Background: an optimization exercise with open tools, aiming at small area, a short achievable clock period and few clock cycles per item. Do not read the settings as production practice.
At most, simulation tests tie the RTL to the original design; equivalence was not proved.
Power figures rest on the tool's default switching activity, not on a simulated workload.

==> inputs of run H <==
// simple_cpu_top
module simple_cpu_top #(
    parameter BIT_WIDTH = 16,
    parameter PROGRAM_FILE = "program.mem"
)(
    input wire clk,
    input wire rst_n,
    input wire start,
    input wire [BIT_WIDTH-1:0] operand_a,
    input wire [BIT_WIDTH-1:0] operand_b,
    output wire [BIT_WIDTH-1:0] result,
    output wire done
);
Settings: LEC_CHECK=0, CAP_MARGIN=20, CORE_MARGIN=2, CORE_UTILIZATION=40, GPL_TIMING_DRIVEN=0, SETUP_SLACK_MARGIN=1.0, SLEW_MARGIN=20, SYNTH_HIERARCHICAL=1, SYNTH_MINIMUM_KEEP_SIZE=0; clock period 5.0 ns.
standard.sh (not shown) runs the stock make flow with config.mk's settings and CLKGATE_MAP_FILE= SYNTH_SCRIPT=/design/flow/synth_recipe.tcl, a recipe that flattens the netlist after the stock synthesis.
==> flow/flow/run.sh <==
#!/bin/bash
# The standard layout with: port buffers made from buf_2 cells (ORFS's
# default picks a delay buffer, clkdlybuf4s50_1), then reduced to buf_1 for
# the output ports and the lightly loaded input ports (flow/outbuf.tcl); the
# buffers that synthesis (ABC) inserted removed at
# floorplan, leaving buffering to the resizer, which sees the placement; and
# ORFS's power recovery after global routing, which downsizes gates off the
# critical paths.
set -euo pipefail
bash standard.sh "BUFFER_PORTS_ARGS=-buffer_cell sky130_fd_sc_hd__buf_2" "POST_GLOBAL_PLACE_TCL=$(pwd)/flow/outbuf.tcl" REMOVE_ABC_BUFFERS=1 RECOVER_POWER=100 finish > standard_run.log 2>&1
==> flow/flow/outbuf.tcl <==
# After global placement: the output-port buffers drive only the port's fixed
# load, so use the smallest buffer for them (the resizer upsizes any that
# need it).
foreach inst [get_cells output*] {
  replace_cell $inst sky130_fd_sc_hd__buf_1
}
==> inputs of run R, as changes to run H <==
--- a/flow/design.v
+++ b/flow/design.v
@@ -1,12 +1,10 @@
 module simple_datapath #(
     parameter BIT_WIDTH = 16
 )(
-    input wire clk,
-    input wire en,
     input wire [BIT_WIDTH-1:0] a,
     input wire [BIT_WIDTH-1:0] b,
     output wire [BIT_WIDTH-1:0] p
 );
     wire w1 = ~(a[0] & b[0]);
     wire w2 = ~(a[1] & b[0]);
     wire w3 = ~(a[2] & b[0]);
@@ -418,59 +416,53 @@
     mul_ha u142 (.x(w191), .y(w189), .s(w364), .c(w365));
     wire w366;
     mul_ao u143 (.g(w365), .p(w364), .ci(w363), .co(w366));
     wire w367, w368;
     mul_ha u144 (.x(w205), .y(w207), .s(w367), .c(w368));
     wire w369;
     mul_ao u145 (.g(w368), .p(w367), .ci(w366), .co(w369));
-    reg [21:0] q;
-    always @(posedge clk)
-        if (en) q <= {w346, w292, w317, w268, w291, w267, w246, w245, w243, w208, w225, w369, ~(w367 ^ w366), ~(w364 ^ w363), ~(w359 ^ w358), ~(w356 ^ w355), ~w354, ~w352, ~w350, ~w348, w17 ^ w2, ~w1};
-    assign p[0] = q[0];
-    assign p[1] = q[1];
-    assign p[2] = q[2];
-    assign p[3] = q[3];
-    assign p[4] = q[4];
-    assign p[5] = q[5];
-    assign p[6] = q[6];
-    assign p[7] = q[7];
-    assign p[8] = q[8];
-    assign p[9] = q[9];
     wire w370, w371;
-    mul_ha u146 (.x(q[11]), .y(q[12]), .s(w370), .c(w371));
+    mul_ha u146 (.x(w225), .y(w208), .s(w370), .c(w371));
     wire w372;
-    mul_ao u147 (.g(w371), .p(w370), .ci(q[10]), .co(w372));
+    mul_ao u147 (.g(w371), .p(w370), .ci(w369), .co(w372));
     wire w373, w374;
-    mul_ha u148 (.x(q[13]), .y(q[14]), .s(w373), .c(w374));
+    mul_ha u148 (.x(w243), .y(w245), .s(w373), .c(w374));
     wire w375;
     mul_ao u149 (.g(w374), .p(w373), .ci(w372), .co(w375));
     wire w376, w377;
-    mul_ha u150 (.x(q[15]), .y(q[16]), .s(w376), .c(w377));
+    mul_ha u150 (.x(w246), .y(w267), .s(w376), .c(w377));
     wire w378;
-    mul_ao u151 (.g(w377), .p(w376), .ci(w374), .co(w378));
-    wire w379 = w376 & w373;
-    wire w380;
-    mul_ao u152 (.g(w378), .p(w379), .ci(w372), .co(w380));
+    mul_ao u151 (.g(w377), .p(w376), .ci(w375), .co(w378));
+    wire w379, w380;
+    mul_ha u152 (.x(w291), .y(w268), .s(w379), .c(w380));
     wire w381, w382;
-    mul_ha u153 (.x(q[17]), .y(q[18]), .s(w381), .c(w382));
-    wire w383, w384;
-    mul_ha u154 (.x(q[19]), .y(q[20]), .s(w383), .c(w384));
+    mul_ha u153 (.x(w317), .y(w292), .s(w381), .c(w382));
+    wire w383;
+    mul_ao u154 (.g(w382), .p(w381), .ci(w380), .co(w383));
+    wire w384 = w381 & w379;
     wire w385;
-    mul_ao u155 (.g(w384), .p(w383), .ci(w382), .co(w385));
-    wire w386 = w383 & w381;
-    wire w387;
-    mul_ao u156 (.g(w382), .p(w381), .ci(w380), .co(w387));
-    wire w388;
-    mul_ao u157 (.g(w385), .p(w386), .ci(w380), .co(w388));
-    assign p[10] = ~(w370 ^ q[10]);
+    mul_ao u155 (.g(w380), .p(w379), .ci(w378), .co(w385));
+    wire w386;
+    mul_ao u156 (.g(w383), .p(w384), .ci(w378), .co(w386));
+    assign p[0] = ~w1;
+    assign p[1] = w17 ^ w2;
+    assign p[2] = ~w348;
+    assign p[3] = ~w350;
+    assign p[4] = ~w352;
+    assign p[5] = ~w354;
+    assign p[6] = ~(w356 ^ w355);
+    assign p[7] = ~(w359 ^ w358);
+    assign p[8] = ~(w364 ^ w363);
+    assign p[9] = ~(w367 ^ w366);
+    assign p[10] = ~(w370 ^ w369);
     assign p[11] = ~(w373 ^ w372);
     assign p[12] = ~(w376 ^ w375);
-    assign p[13] = ~(w381 ^ w380);
-    assign p[14] = ~(w383 ^ w387);
-    assign p[15] = (q[21] ^ w388);
+    assign p[13] = ~(w379 ^ w378);
+    assign p[14] = ~(w381 ^ w385);
+    assign p[15] = (w346 ^ w386);
 endmodule
 module mul_fa (
     input wire x, y, z,
     output wire s, c
 );
     assign s = x ^ y ^ z;
     assign c = (x & y) | (x & z) | (y & z);
@@ -527,14 +519,19 @@
     input wire rst_n,
     input wire start,
     input wire [BIT_WIDTH-1:0] operand_a,
     input wire [BIT_WIDTH-1:0] operand_b,
     output wire [BIT_WIDTH-1:0] result,
     output wire done
 );
+    wire [BIT_WIDTH-1:0] product;
     simple_datapath #(.BIT_WIDTH(BIT_WIDTH)) datapath (
-        .clk(clk), .en(start), .a(operand_a), .b(operand_b), .p(result)
+        .a(operand_a), .b(operand_b), .p(product)
     );
     simple_control control (
         .clk(clk), .rst_n(rst_n), .start(start), .done(done)
     );
+    reg [BIT_WIDTH-1:0] result_r;
+    always @(posedge clk)
+        if (start) result_r <= product;
+    assign result = result_r;
 endmodule
==> flow/flow/outbuf.tcl (replaced) <==
# After global placement: the output-port buffers drive only the port's fixed
# load and have plenty of slack, so use the smallest buffer for them; so also
# for input-port buffers with few loads (the resizer upsizes any that need it).
foreach inst [get_cells output*] {
  replace_cell $inst sky130_fd_sc_hd__buf_1
}
foreach inst [get_cells input*] {
  set pin [get_pins -of_objects $inst -filter "direction == output"]
  set net [get_nets -of_objects $pin]
  set nload [llength [get_pins -of_objects $net -filter "direction == input"]]
  if {$nload <= 4} {
    replace_cell $inst sky130_fd_sc_hd__buf_1
  }
}
Settings changed: CTS_BUF_LIST set to sky130_fd_sc_hd__clkbuf_4, PLACE_DENSITY set to 0.75, SETUP_SLACK_MARGIN 1.0 to not set.
==> inputs of run X, as changes to run H <==
--- a/flow/design.v
+++ b/flow/design.v
@@ -1,12 +1,10 @@
 module simple_datapath #(
     parameter BIT_WIDTH = 16
 )(
-    input wire clk,
-    input wire en,
     input wire [BIT_WIDTH-1:0] a,
     input wire [BIT_WIDTH-1:0] b,
     output wire [BIT_WIDTH-1:0] p
 );
     wire w1 = ~(a[0] & b[0]);
     wire w2 = ~(a[1] & b[0]);
     wire w3 = ~(a[2] & b[0]);
@@ -418,59 +416,53 @@
     mul_ha u142 (.x(w191), .y(w189), .s(w364), .c(w365));
     wire w366;
     mul_ao u143 (.g(w365), .p(w364), .ci(w363), .co(w366));
     wire w367, w368;
     mul_ha u144 (.x(w205), .y(w207), .s(w367), .c(w368));
     wire w369;
     mul_ao u145 (.g(w368), .p(w367), .ci(w366), .co(w369));
-    reg [21:0] q;
-    always @(posedge clk)
-        if (en) q <= {w346, w292, w317, w268, w291, w267, w246, w245, w243, w208, w225, w369, ~(w367 ^ w366), ~(w364 ^ w363), ~(w359 ^ w358), ~(w356 ^ w355), ~w354, ~w352, ~w350, ~w348, w17 ^ w2, ~w1};
-    assign p[0] = q[0];
-    assign p[1] = q[1];
-    assign p[2] = q[2];
-    assign p[3] = q[3];
-    assign p[4] = q[4];
-    assign p[5] = q[5];
-    assign p[6] = q[6];
-    assign p[7] = q[7];
-    assign p[8] = q[8];
-    assign p[9] = q[9];
     wire w370, w371;
-    mul_ha u146 (.x(q[11]), .y(q[12]), .s(w370), .c(w371));
+    mul_ha u146 (.x(w225), .y(w208), .s(w370), .c(w371));
     wire w372;
-    mul_ao u147 (.g(w371), .p(w370), .ci(q[10]), .co(w372));
+    mul_ao u147 (.g(w371), .p(w370), .ci(w369), .co(w372));
     wire w373, w374;
-    mul_ha u148 (.x(q[13]), .y(q[14]), .s(w373), .c(w374));
+    mul_ha u148 (.x(w243), .y(w245), .s(w373), .c(w374));
     wire w375;
     mul_ao u149 (.g(w374), .p(w373), .ci(w372), .co(w375));
     wire w376, w377;
-    mul_ha u150 (.x(q[15]), .y(q[16]), .s(w376), .c(w377));
+    mul_ha u150 (.x(w246), .y(w267), .s(w376), .c(w377));
     wire w378;
-    mul_ao u151 (.g(w377), .p(w376), .ci(w374), .co(w378));
-    wire w379 = w376 & w373;
-    wire w380;
-    mul_ao u152 (.g(w378), .p(w379), .ci(w372), .co(w380));
+    mul_ao u151 (.g(w377), .p(w376), .ci(w375), .co(w378));
+    wire w379, w380;
+    mul_ha u152 (.x(w291), .y(w268), .s(w379), .c(w380));
     wire w381, w382;
-    mul_ha u153 (.x(q[17]), .y(q[18]), .s(w381), .c(w382));
-    wire w383, w384;
-    mul_ha u154 (.x(q[19]), .y(q[20]), .s(w383), .c(w384));
+    mul_ha u153 (.x(w317), .y(w292), .s(w381), .c(w382));
+    wire w383;
+    mul_ao u154 (.g(w382), .p(w381), .ci(w380), .co(w383));
+    wire w384 = w381 & w379;
     wire w385;
-    mul_ao u155 (.g(w384), .p(w383), .ci(w382), .co(w385));
-    wire w386 = w383 & w381;
-    wire w387;
-    mul_ao u156 (.g(w382), .p(w381), .ci(w380), .co(w387));
-    wire w388;
-    mul_ao u157 (.g(w385), .p(w386), .ci(w380), .co(w388));
-    assign p[10] = ~(w370 ^ q[10]);
+    mul_ao u155 (.g(w380), .p(w379), .ci(w378), .co(w385));
+    wire w386;
+    mul_ao u156 (.g(w383), .p(w384), .ci(w378), .co(w386));
+    assign p[0] = ~w1;
+    assign p[1] = w17 ^ w2;
+    assign p[2] = ~w348;
+    assign p[3] = ~w350;
+    assign p[4] = ~w352;
+    assign p[5] = ~w354;
+    assign p[6] = ~(w356 ^ w355);
+    assign p[7] = ~(w359 ^ w358);
+    assign p[8] = ~(w364 ^ w363);
+    assign p[9] = ~(w367 ^ w366);
+    assign p[10] = ~(w370 ^ w369);
     assign p[11] = ~(w373 ^ w372);
     assign p[12] = ~(w376 ^ w375);
-    assign p[13] = ~(w381 ^ w380);
-    assign p[14] = ~(w383 ^ w387);
-    assign p[15] = (q[21] ^ w388);
+    assign p[13] = ~(w379 ^ w378);
+    assign p[14] = ~(w381 ^ w385);
+    assign p[15] = (w346 ^ w386);
 endmodule
 module mul_fa (
     input wire x, y, z,
     output wire s, c
 );
     assign s = x ^ y ^ z;
     assign c = (x & y) | (x & z) | (y & z);
@@ -527,14 +519,19 @@
     input wire rst_n,
     input wire start,
     input wire [BIT_WIDTH-1:0] operand_a,
     input wire [BIT_WIDTH-1:0] operand_b,
     output wire [BIT_WIDTH-1:0] result,
     output wire done
 );
+    wire [BIT_WIDTH-1:0] product;
     simple_datapath #(.BIT_WIDTH(BIT_WIDTH)) datapath (
-        .clk(clk), .en(start), .a(operand_a), .b(operand_b), .p(result)
+        .a(operand_a), .b(operand_b), .p(product)
     );
     simple_control control (
         .clk(clk), .rst_n(rst_n), .start(start), .done(done)
     );
+    reg [BIT_WIDTH-1:0] result_r;
+    always @(posedge clk)
+        if (start) result_r <= product;
+    assign result = result_r;
 endmodule
==> flow/flow/run.sh (replaced) <==
#!/bin/bash
# The standard layout with: port buffers made from buf_2 cells (ORFS's
# default picks a delay buffer, clkdlybuf4s50_1); the buffers that synthesis
# (ABC) inserted removed at floorplan, leaving buffering to the resizer, which
# sees the placement; and ORFS's power recovery after global routing, which
# downsizes gates off the critical paths.
set -euo pipefail
bash standard.sh "BUFFER_PORTS_ARGS=-buffer_cell sky130_fd_sc_hd__buf_2" REMOVE_ABC_BUFFERS=1 RECOVER_POWER=100 finish > standard_run.log 2>&1
Settings changed: SETUP_SLACK_MARGIN 1.0 to not set.
removed: flow/flow/outbuf.tcl
==> inputs of run F, as changes to run H <==
==> flow/flow/run.sh (replaced) <==
#!/bin/bash
# The standard layout with: port buffers made from buf_2 cells (ORFS's
# default picks a delay buffer, clkdlybuf4s50_1), then reduced to buf_1 for
# the output ports and the lightly loaded input ports (flow/outbuf.tcl); the
# buffers that synthesis (ABC) inserted removed at
# floorplan, leaving buffering to the resizer, which sees the placement; and
# ORFS's power recovery after global routing, which downsizes gates off the
# critical paths.
set -euo pipefail
bash standard.sh "BUFFER_PORTS_ARGS=-buffer_cell sky130_fd_sc_hd__buf_2" "POST_GLOBAL_PLACE_TCL=$(pwd)/flow/outbuf.tcl" REMOVE_ABC_BUFFERS=1 finish > standard_run.log 2>&1
Settings changed: SETUP_SLACK_MARGIN 1.0 to not set.
==> reports/summary.md <==
The destination of the critical timing path is datapath.q[21]. The endpoint of the worst hold-timing path was control.done. The fraction of standard cell area in multi-input logic is 0.696, and the routed via count is 2575. After detailed routing, the total wire length is 7780 um. Clock-pin slew was measured on the worst setup and hold paths at 0.09 ns. After detailed routing, the met2 layer carries 3910 um of wire. The sequential group share of total power came out at 0.215. The met3 track demand over resource is 0.0178.

The flow ran to the end and the layout has no timing, DRC or antenna violations. The global-route track usage on met2 came out at 0.305. Global-route total usage across every layer: 0.168.
# the run above: run H

==> reports/summary.md <==
The placed instances occupy a cell area of 3800 um^2. The share of the synthesized netlist area taken by xor and xnor gates is 0.125. The routed via count is 2574, and the fraction of standard cell area in multi-input logic is 0.757.

The sequential group share of total power is 0.164, and the total wirelength of the detailed-routed design is 7780 um. The amount of wire on met2 after detailed routing was 4240 um; the global-route track usage on met2 was 0.327. The tools report the global-route total usage across every layer as 0.174. The met3 track demand over resource is 0.0165. The maximum level of the CTS H-tree was 1. The run finished with no timing, DRC or antenna violations. The destination of the critical timing path is result_r[15]. Area fraction of clock buffers and clock inverters: 0.00780.
# the run above: run R

==> reports/summary.md <==
Endpoint of the worst hold-timing path: control.done. Sequential group share of total power: 0.221. Total wirelength of the detailed-routed design: 7700 um.

The run gives 3810 um as the amount of wire on met2 after detailed routing. The fraction of standard cell area in multi-input logic is 0.719, and the global-route total usage across every layer is 0.167. In this run the static leakage power is 1.51 nW. After clock tree synthesis, the clock-pin slew on the worst setup and hold paths is 0.09 ns.

The flow ran to the end and the layout has no timing, DRC or antenna violations. The routed via count is 2569.
# the run above: run F

==> reports/summary.md <==
The run finished with no timing, DRC or antenna violations. The sequential group share of total power came out at 0.162. The path with the worst hold slack has its endpoint at control.done. The global-route track usage on met2 is 0.314, and the global-route total usage across every layer is 0.179. Following the worst setup path forward leads to its endpoint at result_r[15]. The final route contains 2516 vias. The met3 track demand over resource is 0.0272.
# the run above: run X

Testbench counts of run R, summed over its fixed seeds: cycles 384, items 384.
Testbench counts of run X, summed over its fixed seeds: cycles 384, items 384.
Function not checked in run H and run F: the RTL went through the layout flow alone.

-- separate check: timing with driven ports --
No port has a modelled driver above. Below, the same layouts with a new extraction and two added sets of constraints. Step 1 sets driving cells, clkbuf_16 on the clock port and buf_2 on the other inputs (assumed; they add their load-dependent delay and slew). Step 2 also shifts input and output timing later by t, the mid clock arrival at the registers, as if the neighbouring blocks saw the same clock. Three values: ideal, step 1, step 2; two values: the first two.
| run | shift t [ns] | slack for setup (ns) | worst hold slack (ns) | latest minus earliest clock arrival (ns) | worst register clock-pin slew, ns |
|---|---|---|---|---|---|
| run H | 0.298 | 0.791 / 0.793 / 0.495 | 0.466 / 0.466 / 0.466 | 0.010 / 0.010 | 0.09 / 0.09 |
| run R | 0.320 | 0.128 / 0.128 / -0.192 | 0.446 / 0.446 / 0.470 | 0.012 / 0.012 | 0.11 / 0.11 |
| run X | 0.272 | 0.179 / 0.175 / -0.097 | 0.461 / 0.461 / 0.461 | 0.006 / 0.006 | 0.07 / 0.07 |
| run F | 0.297 | 0.665 / 0.657 / 0.360 | 0.466 / 0.466 / 0.466 | 0.010 / 0.010 | 0.09 / 0.09 |
With both steps, setup timing fails in run R and run X, where it was met with ideal ports. For run R, which loses most, drivers alone change the setup slack by 0.000 ns; drivers and shift together by -0.320 ns.
